This design comes from an exercise in tuning for small area on the open sky130 flow, not from production work. Only simulation tests tie the RTL to the original design; equivalence was not proved.

==> flow/design.v (excerpt) <==
module nano_trigger (
    input clk,
    input rst,
    input signed [7:0] energy,
    input signed [7:0] isol,
    input signed [7:0] w1_1,
    input signed [7:0] w1_2,
    input signed [7:0] b1,
    input signed [7:0] w2_1,
    input signed [7:0] w2_2,
    input signed [7:0] b2,
    input signed [7:0] w3_1,
    input signed [7:0] w3_2,
    input signed [7:0] b3,
    input signed [7:0] l2_w1,
    input signed [7:0] l2_w2,
    input signed [7:0] l2_w3,
    input signed [7:0] l2_b,
    output trigger
);
    wire [8:0] l1_n1;
    wire [8:0] l1_n2;
    wire [8:0] l1_n3;
    layer_1 L1 (
        .clk(clk),
        .rst(rst),
        .input_energy(energy),
        .input_isol(isol),
        .w1_1(w1_1), .w1_2(w1_2), .b1(b1),
        .w2_1(w2_1), .w2_2(w2_2), .b2(b2),
        .w3_1(w3_1), .w3_2(w3_2), .b3(b3),
        .n1_out(l1_n1),
        .n2_out(l1_n2),
        .n3_out(l1_n3)
    );
    layer_2 L2 (
        .n1(l1_n1),
        .n2(l1_n2),
        .n3(l1_n3),
        .w1(l2_w1), .w2(l2_w2), .w3(l2_w3), .b(l2_b),
        .trigger(trigger)
    );
endmodule
export LEC_CHECK = 0
export CAP_MARGIN = 20
export CORE_MARGIN = 2
export CORE_UTILIZATION = 40
export SLEW_MARGIN = 20
export SYNTH_HIERARCHICAL = 1
create_clock -name core_clock -period 18.0 [get_ports {clk}]
run.sh (not shown) runs the stock make flow with config.mk's settings and CLKGATE_MAP_FILE= SYNTH_SCRIPT=/design/flow/synth_recipe.tcl, a recipe that flattens the netlist after the stock synthesis.
The baseline completed with no timing, DRC or antenna violations.
==> next run, changes <==
==> flow/flow/run.sh (new file) <==
#!/bin/bash
# The standard layout (standard.sh) with two changes: the input and
# output port buffers use the smallest buffer cell, and clock tree synthesis
# adds no dummy loads.  The full make output goes to standard_flow.log here.
set -euo pipefail
bash standard.sh \
  "BUFFER_PORTS_ARGS=-buffer_cell sky130_fd_sc_hd__buf_1" \
  "CTS_ARGS=-sink_clustering_enable -repair_clock_nets -buf_list sky130_fd_sc_hd__clkbuf_8 -dont_use_dummy_load" \
  finish > standard_flow.log 2>&1
==> flow/standard.sh (new file) <==
#!/bin/bash
# synth_recipe.tcl (not shown) runs the flow's synth.tcl, then flattens the netlist and writes it again
# the make line also repeats each setting of config.mk as NAME=value (left out here)
make -C /OpenROAD-flow-scripts/flow DESIGN_CONFIG=/design/flow/config.mk WORK_HOME=/design/flow/orfs CLKGATE_MAP_FILE= SYNTH_SCRIPT=/design/flow/synth_recipe.tcl "${@:-finish}"
Settings changed: CTS_BUF_LIST from default to sky130_fd_sc_hd__clkbuf_8.
removed: flow/run.sh
What happened: Clock-buffer cell count does not change. Sequential share of layout area rises by 0.66 points. Core utilization came out lower by 2.4 points. Global-route usage is about the same. Sequential cell count does not change. Worst setup slack improves by 740 ps. Routed wire length barely changes. Design area is lower by 5.3%. Synthesized area stays the same.
==> next run, changes <==
==> flow/flow/run.sh (replaced) <==
#!/bin/bash
# The standard layout (standard.sh), with the input and output port
# buffers made from the smallest buffer cell instead of the one buffer_ports
# picks by default.  The full make output goes to standard_flow.log here.
set -euo pipefail
bash standard.sh "BUFFER_PORTS_ARGS=-buffer_cell sky130_fd_sc_hd__buf_1" finish > standard_flow.log 2>&1
Settings changed: CTS_BUF_LIST sky130_fd_sc_hd__clkbuf_8 to default.
What happened:
- The new run completed with no timing, DRC or antenna violations
- sequential cell count stays the same
- register-to-register slack is about the same
- global-route usage is about the same
- synthesized cell count stays the same
- setup slack is worse by 17 ps
- core utilization goes up by 0.47 points
- worst hold slack is better by 7.6 ps

---

Setup of JK:
Another version of the RTL of nano_trigger (not shown whole).
Size: about 1,200 cells after synthesis, roughly 120 I/O pins, roughly 15,000 um^2 of cells after synthesis.
export LEC_CHECK = 0
export CAP_MARGIN = 10
export CORE_MARGIN = 2
export CORE_UTILIZATION = 60
export CTS_BUF_LIST = sky130_fd_sc_hd__clkbuf_8
export SLEW_MARGIN = 10
export SYNTH_HIERARCHICAL = 1
create_clock -name core_clock -period 18.0 [get_ports {clk}]
standard.sh (not shown) runs the stock make flow with config.mk's settings and CLKGATE_MAP_FILE= SYNTH_SCRIPT=/design/flow/synth_recipe.tcl, a recipe that flattens the netlist after the stock synthesis.
==> flow/flow/run.sh <==
#!/bin/bash
# The standard layout (standard.sh) with two changes: the input and
# output port buffers use the smallest buffer cell, and clock tree synthesis
# adds no dummy loads.  The full make output goes to standard_flow.log here.
set -euo pipefail
bash standard.sh \
  "BUFFER_PORTS_ARGS=-buffer_cell sky130_fd_sc_hd__buf_1" \
  "CTS_ARGS=-sink_clustering_enable -repair_clock_nets -buf_list sky130_fd_sc_hd__clkbuf_8 -dont_use_dummy_load" \
  finish > standard_flow.log 2>&1
Setup changes, JK to MS
Settings: CORE_UTILIZATION changed from 60 to 50.
Findings:
- JK → MS: end-of-flow core utilization dropped 11 points.
- Compared with JK, MS shows total die area that has gone up by more than 10%.
- The higher overall die height of MS and JK is in MS.
- Diff JK..MS | final period utilization | negligible

---

try-xenon:
nano_trigger with an RTL version that a note above also has.
Size: roughly 81 flip-flops, about 120 I/O pins, ~16000 um2 of cells after synthesis.
clock: 18.0 ns
lec_check: 0
cap_margin: 20
core_margin: 2
core_utilization: 40
cts_buf_list: sky130_fd_sc_hd__clkbuf_8
slew_margin: 20
synth_hierarchical: 1
run.sh (not shown) runs the stock make flow with config.mk's settings and CLKGATE_MAP_FILE= SYNTH_SCRIPT=/design/flow/synth_recipe.tcl, a recipe that flattens the netlist after the stock synthesis.
Stock flow here: none of the scripts above is used.
[inputs] try-quartz vs try-xenon
Settings: CORE_UTILIZATION now 60, was 40; CAP_MARGIN now 10, was 20; SLEW_MARGIN now 10, was 20.
==> flow/flow/run.sh (new file) <==
#!/bin/bash
# The standard layout (standard.sh) with two changes: the input and
# output port buffers use the smallest buffer cell, and clock tree synthesis
# adds no dummy loads.  The full make output goes to standard_flow.log here.
set -euo pipefail
bash standard.sh \
  "BUFFER_PORTS_ARGS=-buffer_cell sky130_fd_sc_hd__buf_1" \
  "CTS_ARGS=-sink_clustering_enable -repair_clock_nets -buf_list sky130_fd_sc_hd__clkbuf_8 -dont_use_dummy_load" \
  finish > standard_flow.log 2>&1
==> flow/standard.sh (new file) <==
#!/bin/bash
# synth_recipe.tcl (not shown) runs the flow's synth.tcl, then flattens the netlist and writes it again
# the make line also repeats each setting of config.mk as NAME=value (left out here)
make -C /OpenROAD-flow-scripts/flow DESIGN_CONFIG=/design/flow/config.mk WORK_HOME=/design/flow/orfs CLKGATE_MAP_FILE= SYNTH_SCRIPT=/design/flow/synth_recipe.tcl "${@:-finish}"
removed: flow/run.sh
Notes after the runs:
- Summary of try-quartz over try-xenon: die width lost 18%; ratio of final minimum period to clock period lower; sequential share of layout area higher.
- Die area: try-quartz < try-xenon
- Against try-xenon, via count in try-quartz came out better.
- After detailed routing, try-xenon needs more wire than try-quartz.
- Higher fill cell total of the finished layout was reported by try-xenon, not try-quartz.
- Initial antenna violation count came out exactly the same in try-quartz and try-xenon.
Edits applied to the flow inputs when going from try-quartz to try-raven:
Settings: swapping 10 for 20 in SLEW_MARGIN; swapping 10 for 20 in CAP_MARGIN; swapping 60 for 40 in CORE_UTILIZATION.
==> flow/flow/run.sh <==
#!/bin/bash
# The standard layout (standard.sh), with the input and output port
# buffers made from the smallest buffer cell instead of the one buffer_ports
# picks by default.  The full make output goes to standard_flow.log here.
set -euo pipefail
bash standard.sh "BUFFER_PORTS_ARGS=-buffer_cell sky130_fd_sc_hd__buf_1" finish > standard_flow.log 2>&1
Results
- try-raven | status: complete | timing, DRC, antenna: pass
- try-raven vs try-quartz on routed metal-1 wire length: try-raven is the higher one.
- Taking try-quartz as the reference point, the initial standard-cell utilization of the core of try-raven falls by 20 points.
- try-raven vs. try-quartz: global-route usage fell 8.8 points; relative slew slack rose 3.7 points; standard-cell row count rose 22%; top achievable clock speed about even.

---

Setup of the baseline:
Another version of the RTL of nano_trigger (not shown whole).
Size: roughly 1200 cells after synthesis, ~81 flip-flops, roughly 120 I/O pins.
export LEC_CHECK = 0
export CAP_MARGIN = 10
export CORE_MARGIN = 2
export CORE_UTILIZATION = 60
export CTS_BUF_LIST = sky130_fd_sc_hd__clkbuf_8
export SLEW_MARGIN = 10
export SYNTH_HIERARCHICAL = 1
create_clock -name core_clock -period 18.0 [get_ports {clk}]
standard.sh (not shown) runs the stock make flow with config.mk's settings and CLKGATE_MAP_FILE= SYNTH_SCRIPT=/design/flow/synth_recipe.tcl, a recipe that flattens the netlist after the stock synthesis.
==> flow/flow/run.sh <==
#!/bin/bash
# The standard layout (standard.sh) with two changes: the input and
# output port buffers use the smallest buffer cell, and clock tree synthesis
# adds no dummy loads.  The full make output goes to standard_flow.log here.
set -euo pipefail
bash standard.sh \
  "BUFFER_PORTS_ARGS=-buffer_cell sky130_fd_sc_hd__buf_1" \
  "CTS_ARGS=-sink_clustering_enable -repair_clock_nets -buf_list sky130_fd_sc_hd__clkbuf_8 -dont_use_dummy_load" \
  finish > standard_flow.log 2>&1
What the candidate does differently from the baseline at the input level:
Settings: a change of CORE_UTILIZATION from 60 to 50.
### Flow results
The candidate: PASS, flow complete, no timing, DRC or antenna violations
On cell area after layout, the candidate does worse than the baseline.
met2 wire length for the candidate: about 2.4% up relative to the baseline
[the candidate vs the baseline] register-to-register slack: higher in the candidate
NOTE via count of the first global-routing pass the baseline->the candidate increased by a few percent
The candidate vs the baseline: die area up by more than 10%

-- re-timing with driven ports --
No port has a modelled driver above. Below, the same layouts with a new extraction and two added sets of constraints. Step 1 (the two cells are an assumption about what drives the block):
set clk [get_ports {clk}]
set_driving_cell -lib_cell sky130_fd_sc_hd__clkbuf_16 $clk
set_driving_cell -lib_cell sky130_fd_sc_hd__buf_2 [delete_from_list [all_inputs] $clk]
Step 2, shift: input delay + t, output delay - t, t = (earliest + latest rising clock arrival at the registers) / 2. This alone moves slack from input paths to output paths. Three values: ideal, step 1, step 2; two values: the first two.
run	t (ns)	slack for setup (ns)	worst hold slack (ns)	latest minus earliest clock arrival (ns)	slew at the worst register clock pin (ns)
the first run of note 1	0.371	4.930 / 4.895 / 4.895	0.348 / 0.348 / 0.348	0.008 / 0.009	0.07 / 0.07
the second run of note 1	0.381	5.672 / 5.622 / 5.622	0.339 / 0.339 / 0.339	0.033 / 0.033	0.09 / 0.09
the third run of note 1	0.380	5.654 / 5.605 / 5.605	0.347 / 0.347 / 0.347	0.007 / 0.006	0.07 / 0.07
JK	0.387	4.562 / 4.521 / 4.521	0.321 / 0.321 / 0.321	0.030 / 0.031	0.10 / 0.10
MS	0.393	4.558 / 4.524 / 4.524	0.335 / 0.335 / 0.335	0.017 / 0.018	0.08 / 0.08
try-xenon	0.391	4.923 / 4.887 / 4.887	0.353 / 0.353 / 0.353	0.011 / 0.010	0.09 / 0.09
try-quartz	0.379	5.661 / 5.628 / 5.628	0.329 / 0.329 / 0.329	0.029 / 0.029	0.09 / 0.09
try-raven	0.398	5.681 / 5.635 / 5.635	0.352 / 0.352 / 0.352	0.010 / 0.010	0.09 / 0.09
the baseline	0.385	5.152 / 5.114 / 5.114	0.321 / 0.321 / 0.321	0.025 / 0.025	0.08 / 0.08
the candidate	0.382	5.087 / 5.065 / 5.065	0.337 / 0.337 / 0.337	0.021 / 0.021	0.08 / 0.08
After both steps setup and hold are still met in every run listed. The setup slack of the second run of note 1, which loses most, moves by -0.050 ns with the drivers and by -0.050 ns with both steps.
